What follows belongs to an exercise in optimizing a design on an open flow for small area, a short achievable clock period and few clock cycles per item; a production flow would make more cautious choices. RTL that was checked went through simulation tests only; none was proved equivalent to the original.

## sierra
==> flow/design.v <==
module MyDesign #(parameter OUTPUT_LENGTH       = 8,
                  parameter MAX_MESSAGE_LENGTH  = 55,
                  parameter NUMBER_OF_Ks        = 64,
                  parameter NUMBER_OF_Hs        = 8 ,
                  parameter SYMBOL_WIDTH        = 8  )
            (
            output reg                                      dut__xxx__finish     ,
            input  wire                                     xxx__dut__go         ,
            input  wire  [ $clog2(MAX_MESSAGE_LENGTH):0]    xxx__dut__msg_length ,
            output reg  [ $clog2(MAX_MESSAGE_LENGTH)-1:0]   dut__msg__address  ,
            output wire                                     dut__msg__enable   ,
            output wire                                     dut__msg__write    ,
            input  wire [7:0]                               msg__dut__data     ,
            output wire [ $clog2(NUMBER_OF_Ks)-1:0]         dut__kmem__address  ,
            output wire                                     dut__kmem__enable   ,
            output wire                                     dut__kmem__write    ,
            input  wire [31:0]                              kmem__dut__data     ,
            output reg  [ $clog2(NUMBER_OF_Hs)-1:0]         dut__hmem__address  ,
            output wire                                     dut__hmem__enable   ,
            output wire                                     dut__hmem__write    ,
            input  wire [31:0]                              hmem__dut__data     ,
            output reg  [ $clog2(OUTPUT_LENGTH)-1:0]        dut__dom__address  ,
            output reg  [31:0]                              dut__dom__data     ,
            output wire                                     dut__dom__enable   ,
            output wire                                     dut__dom__write    ,
            input  wire                 clk             ,
            input  wire                 reset
            );
assign dut__msg__enable  = 1'b1;
assign dut__msg__write   = 1'b0;
assign dut__kmem__enable = 1'b1;
assign dut__kmem__write  = 1'b0;
assign dut__hmem__enable = 1'b1;
assign dut__hmem__write  = 1'b0;
reg        busy;
reg  [6:0] r, p;
reg  [3:0] hcnt;
reg        dom_en;
reg  [5:0] lenr;                             
reg  [5:0] kaddr;                            
reg  [31:0] kreg;                            
wire       start = xxx__dut__go & ~busy;
wire       act   = busy | xxx__dut__go;
wire       kwf   = p[0] ^ r[0];              
wire       hdone = hcnt[3] | (hcnt[2:0] == 3'd7);
wire       last  = (r == 7'd69);
assign dut__kmem__address = kaddr;
assign dut__dom__enable   = dom_en;
assign dut__dom__write    = dom_en;
wire [5:0] maddr = dut__msg__address;
wire       mdone = (maddr == lenr);
wire       wavail = (p[6:4] != 3'd0) | mdone | (maddr[5:2] == p[3:0] + 4'd1);
wire rstep = kwf & hdone & ~r[6];
wire pstep = busy & ~p[6] & wavail & (~kwf | rstep);
wire rd    = start | (busy & ~mdone & ((maddr[5:2] == p[3:0]) | pstep));
wire hload = act & ~hdone;
wire h0ld  = rstep & (r == 7'd0);
wire drain = busy & (r >= 7'd65) & (r <= 7'd67);
wire owr   = busy & (r >= 7'd61) & (r <= 7'd68);
function [2:0] wordof(input [2:0] km1);
    case (km1)
        3'd4: wordof = 3'd7;
        3'd5: wordof = 3'd3;
        3'd6: wordof = 3'd2;
        3'd7: wordof = 3'd1;
        3'd0: wordof = 3'd0;
        3'd1: wordof = 3'd6;
        3'd2: wordof = 3'd5;
        default: wordof = 3'd4;
    endcase
endfunction
wire [6:0] r_n    = last ? 7'd0 : ((rstep | (busy & r[6])) ? r + 7'd1 : r);
wire [3:0] hcnt_n = last ? 4'd0 : ((hload | h0ld) ? hcnt + 4'd1 : hcnt);
wire [2:0] haddr_n = hcnt_n[3] ? wordof(r_n[2:0] - 3'd1) : ~hcnt_n[2:0];
always @(posedge clk or posedge reset) begin
    if (reset) begin
        busy              <= 1'b0;
        r                 <= 7'd0;
        p                 <= 7'd0;
        hcnt              <= 4'd0;
        dut__msg__address <= 6'd0;
        kaddr             <= 6'd0;
        dut__hmem__address<= 3'd7;
        dut__xxx__finish  <= 1'b0;
        dom_en            <= 1'b0;
    end else begin
        busy               <= start | (busy & ~last);
        r                  <= r_n;
        p                  <= last ? 7'd0 : (pstep ? p + 7'd1 : p);
        hcnt               <= hcnt_n;
        dut__msg__address  <= last ? 6'd0 : (rd ? maddr + 6'd1 : maddr);
        kaddr              <= last ? 6'd0 : ((start | pstep) ? kaddr + 6'd1 : kaddr);
        dut__hmem__address <= haddr_n;
        dut__xxx__finish   <= busy & last;
        dom_en             <= owr;
    end
end
reg  [31:0] wr [0:15];
reg  [31:0] kw;
function [31:0] rotr(input [31:0] x, input integer n);
    rotr = (x >> n) | (x << (32 - n));
endfunction
always @(posedge clk) begin
    if (start) lenr <= xxx__dut__msg_length[5:0];
    if (start | pstep) kreg <= kmem__dut__data;
end
wire [5:0]  len   = start ? xxx__dut__msg_length[5:0] : lenr;
wire [3:0]  q     = start ? 4'd0 : p[3:0] + 4'd1;
wire        qlen  = (len[5:2] == q);
wire [31:0] padw  = {qlen & (len[1:0] == 2'd0), 7'd0,
                     qlen & (len[1:0] == 2'd1), 7'd0,
                     qlen & (len[1:0] == 2'd2), 7'd0,
                     qlen & (len[1:0] == 2'd3), 7'd0}
                  | ((q == 4'd15) ? {23'd0, len[5:0], 3'd0} : 32'd0);
wire        p_lt15 = (p[6:4] == 3'd0) & (p[3:0] != 4'd15);
reg  [31:0] sreg;
wire [31:0] ss0 = rotr(wr[2], 7) ^ rotr(wr[2], 18) ^ (wr[2] >> 3);
wire [31:0] ss1 = rotr(wr[14], 17) ^ rotr(wr[14], 19) ^ (wr[14] >> 10);
wire [31:0] u0  = wr[1] ^ wr[10] ^ ss0;
wire [31:0] u1  = ((wr[1] & wr[10]) | (wr[1] & ss0) | (wr[10] & ss0)) << 1;
wire [31:0] snew  = u0 + u1;
wire [31:0] sched = ss1 + sreg;
wire selS = pstep & ~p_lt15;
reg [31:0] wrest;
always @(*) begin
    wrest = ((pstep & p_lt15) | start) ? padw : wr[15];
    if (rd) begin
        case (maddr[1:0])
            2'd0: wrest[31:24] = msg__dut__data;
            2'd1: wrest[23:16] = msg__dut__data;
            2'd2: wrest[15: 8] = msg__dut__data;
            2'd3: wrest[ 7: 0] = msg__dut__data;
        endcase
    end
end
wire [31:0] w15n = selS ? sched : wrest;
integer i;
always @(posedge clk) begin
    if (pstep) begin
        for (i = 0; i < 15; i = i + 1) wr[i] <= wr[i+1];
        sreg <= snew;
        kw <= kreg + wr[15];
    end
    wr[15] <= w15n;
end
reg [31:0] A1, A2, A3, A4, e, f, g, h;
wire [31:0] S0  = rotr(A1, 2) ^ rotr(A1, 13) ^ rotr(A1, 22);
wire [31:0] S1  = rotr(e, 6) ^ rotr(e, 11) ^ rotr(e, 25);
wire [31:0] ch  = g ^ (e & (f ^ g));
wire [31:0] maj = (A1 & A2) | (A3 & (A1 | A2));
wire [31:0] nA4 = ~A4;
wire [31:0] x0 = A3 ^ h ^ kw;
wire [31:0] x1 = ((A3 & h) | (A3 & kw) | (h & kw)) << 1;
wire [31:0] y0 = x0 ^ x1 ^ ch;
wire [31:0] y1 = ((x0 & x1) | (x0 & ch) | (x1 & ch)) << 1;
wire [31:0] z0 = y0 ^ y1 ^ S1;
wire [31:0] z1 = ((y0 & y1) | (y0 & S1) | (y1 & S1)) << 1;
wire [31:0] enew = z0 + z1;
wire [31:0] ua = e ^ nA4 ^ maj;
wire [31:0] ub = {((e[30:0] & nA4[30:0]) | (e[30:0] & maj[30:0]) | (nA4[30:0] & maj[30:0])), 1'b1};
wire [31:0] va = ua ^ ub ^ S0;
wire [31:0] vb = ((ua & ub) | (ua & S0) | (ub & S0)) << 1;
wire [31:0] anew = va + vb;
wire r0     = (r == 7'd0);
wire ashift = hload | rstep | (busy & (r == 7'd64));
wire eshift = hload | rstep | drain;
always @(posedge clk) begin
    if (ashift) begin
        A1 <= (hload | r0) ? hmem__dut__data : anew;
        A2 <= A1; A3 <= A2; A4 <= A3;
    end
    if (eshift) begin
        e <= hload ? A3 : enew;
        f <= e; g <= f; h <= g;
    end
end
reg  [1:0] tsel;                             
wire [31:0] tap = tsel[1] ? h : (tsel[0] ? A1 : e);
always @(posedge clk) begin
    tsel <= (r_n == 7'd61) ? 2'd0 : ((r_n <= 7'd65) ? 2'd1 : 2'd2);
    dut__dom__data    <= tap + hmem__dut__data;
    dut__dom__address <= dut__hmem__address;
end
endmodule
export LEC_CHECK = 0
export ABC_AREA = 1
export CAP_MARGIN = 20
export CORE_MARGIN = 2
export CORE_UTILIZATION = 40
export CTS_CLUSTER_DIAMETER = 100
export CTS_CLUSTER_SIZE = 24
export SETUP_SLACK_MARGIN = 5
export SLEW_MARGIN = 20
create_clock -name core_clock -period 10.0 [get_ports {clk}]
standard.sh (not shown) runs the stock make flow with config.mk's settings and CLKGATE_MAP_FILE= SYNTH_SCRIPT=/design/flow/synth_recipe.tcl, a recipe that flattens the netlist after the stock synthesis.
==> flow/flow/run.sh <==
#!/bin/bash
bash standard.sh SETUP_SLACK_MARGIN=6 "BUFFER_PORTS_ARGS=-buffer_cell sky130_fd_sc_hd__buf_1" finish > standard.log 2>&1
Input changes introduced in onyx (baseline for comparison: sierra):
--- a/flow/design.v
+++ b/flow/design.v
@@ -34,23 +34,20 @@
 assign dut__hmem__write  = 1'b0;
 reg        busy;
 reg  [6:0] r, p;
 reg  [3:0] hcnt;
 reg        dom_en;
-reg  [5:0] lenr;                             
-reg  [5:0] kaddr;                            
-reg  [31:0] kreg;                            
 wire       start = xxx__dut__go & ~busy;
 wire       act   = busy | xxx__dut__go;
 wire       kwf   = p[0] ^ r[0];              
 wire       hdone = hcnt[3] | (hcnt[2:0] == 3'd7);
 wire       last  = (r == 7'd69);
-assign dut__kmem__address = kaddr;
+assign dut__kmem__address = p[5:0];
 assign dut__dom__enable   = dom_en;
 assign dut__dom__write    = dom_en;
 wire [5:0] maddr = dut__msg__address;
-wire       mdone = (maddr == lenr);
+wire       mdone = (maddr == xxx__dut__msg_length[5:0]);    
 wire       wavail = (p[6:4] != 3'd0) | mdone | (maddr[5:2] == p[3:0] + 4'd1);
 wire rstep = kwf & hdone & ~r[6];
 wire pstep = busy & ~p[6] & wavail & (~kwf | rstep);
 wire rd    = start | (busy & ~mdone & ((maddr[5:2] == p[3:0]) | pstep));
 wire hload = act & ~hdone;
@@ -77,51 +74,45 @@
         busy              <= 1'b0;
         r                 <= 7'd0;
         p                 <= 7'd0;
         hcnt              <= 4'd0;
         dut__msg__address <= 6'd0;
-        kaddr             <= 6'd0;
         dut__hmem__address<= 3'd7;
         dut__xxx__finish  <= 1'b0;
         dom_en            <= 1'b0;
     end else begin
         busy               <= start | (busy & ~last);
         r                  <= r_n;
         p                  <= last ? 7'd0 : (pstep ? p + 7'd1 : p);
         hcnt               <= hcnt_n;
         dut__msg__address  <= last ? 6'd0 : (rd ? maddr + 6'd1 : maddr);
-        kaddr              <= last ? 6'd0 : ((start | pstep) ? kaddr + 6'd1 : kaddr);
         dut__hmem__address <= haddr_n;
         dut__xxx__finish   <= busy & last;
         dom_en             <= owr;
     end
 end
 reg  [31:0] wr [0:15];
 reg  [31:0] kw;
 function [31:0] rotr(input [31:0] x, input integer n);
     rotr = (x >> n) | (x << (32 - n));
 endfunction
-always @(posedge clk) begin
-    if (start) lenr <= xxx__dut__msg_length[5:0];
-    if (start | pstep) kreg <= kmem__dut__data;
-end
-wire [5:0]  len   = start ? xxx__dut__msg_length[5:0] : lenr;
+wire [5:0]  len   = xxx__dut__msg_length[5:0];
 wire [3:0]  q     = start ? 4'd0 : p[3:0] + 4'd1;
 wire        qlen  = (len[5:2] == q);
 wire [31:0] padw  = {qlen & (len[1:0] == 2'd0), 7'd0,
                      qlen & (len[1:0] == 2'd1), 7'd0,
                      qlen & (len[1:0] == 2'd2), 7'd0,
                      qlen & (len[1:0] == 2'd3), 7'd0}
                   | ((q == 4'd15) ? {23'd0, len[5:0], 3'd0} : 32'd0);
 wire        p_lt15 = (p[6:4] == 3'd0) & (p[3:0] != 4'd15);
-reg  [31:0] sreg;
-wire [31:0] ss0 = rotr(wr[2], 7) ^ rotr(wr[2], 18) ^ (wr[2] >> 3);
+wire [31:0] ss0 = rotr(wr[1], 7) ^ rotr(wr[1], 18) ^ (wr[1] >> 3);
 wire [31:0] ss1 = rotr(wr[14], 17) ^ rotr(wr[14], 19) ^ (wr[14] >> 10);
-wire [31:0] u0  = wr[1] ^ wr[10] ^ ss0;
-wire [31:0] u1  = ((wr[1] & wr[10]) | (wr[1] & ss0) | (wr[10] & ss0)) << 1;
-wire [31:0] snew  = u0 + u1;
-wire [31:0] sched = ss1 + sreg;
+wire [31:0] u0  = wr[0] ^ wr[9] ^ ss0;
+wire [31:0] u1  = ((wr[0] & wr[9]) | (wr[0] & ss0) | (wr[9] & ss0)) << 1;
+wire [31:0] v0  = u0 ^ u1 ^ ss1;
+wire [31:0] v1  = ((u0 & u1) | (u0 & ss1) | (u1 & ss1)) << 1;
+wire [31:0] sched = v0 + v1;
 wire selS = pstep & ~p_lt15;
 reg [31:0] wrest;
 always @(*) begin
     wrest = ((pstep & p_lt15) | start) ? padw : wr[15];
     if (rd) begin
@@ -136,12 +127,11 @@
 wire [31:0] w15n = selS ? sched : wrest;
 integer i;
 always @(posedge clk) begin
     if (pstep) begin
         for (i = 0; i < 15; i = i + 1) wr[i] <= wr[i+1];
-        sreg <= snew;
-        kw <= kreg + wr[15];
+        kw <= kmem__dut__data + wr[15];
     end
     wr[15] <= w15n;
 end
 reg [31:0] A1, A2, A3, A4, e, f, g, h;
 wire [31:0] S0  = rotr(A1, 2) ^ rotr(A1, 13) ^ rotr(A1, 22);
Results
onyx went all the way through synthesis, placement and routing and the layout is clean on timing, DRC and antenna.
Higher post-CTS repair timing setup buffer count was reported by onyx, not sierra.
Measured against onyx, the post-route cell area of sierra comes out at 1.05 times the reference value.
Per the comparison of onyx with sierra, setup slack of the most critical reg-to-reg path has increased, maximum number of pins on one net before global-route repair moved up.
On global-route usage, sierra tracks onyx almost exactly.
Testbench counts of onyx, summed over its fixed seeds: cycles 17,686, hashes 192.
For sierra, only the layout was checked, not whether the RTL still works.

separate check: timing with driven ports:
The results above use ideal ports. As a check the final layouts listed here were re-extracted and re-timed, cells and wires unchanged.
Step 1 assumes that a clkbuf_16 drives the clock port and a buf_2 every other input.
Step 2 moves the port delays by t, midway between the first and last clock arrival at a register: inputs arrive t later, outputs are due t later. That takes back most of the time a late clock gives input paths.
Slacks: no drivers / after step 1 / after step 2; pairs: no drivers / after step 1.
run | t, ns | setup slack, ns | worst hold slack (ns) | slew at the worst register clock pin (ns) | pins driven straight from the clock port
sierra | 0.741 | 5.897 / 5.923 / 5.182 | 0.401 / 0.401 / 0.401 | 0.10 / 0.10 | 1
onyx | 0.730 | 6.036 / 6.036 / 5.443 | 0.390 / 0.390 / 0.390 | 0.10 / 0.10 | 1
After both steps setup and hold are still met in every run listed. For sierra, which loses most, drivers alone change the setup slack by +0.026 ns; drivers and shift together by -0.715 ns.
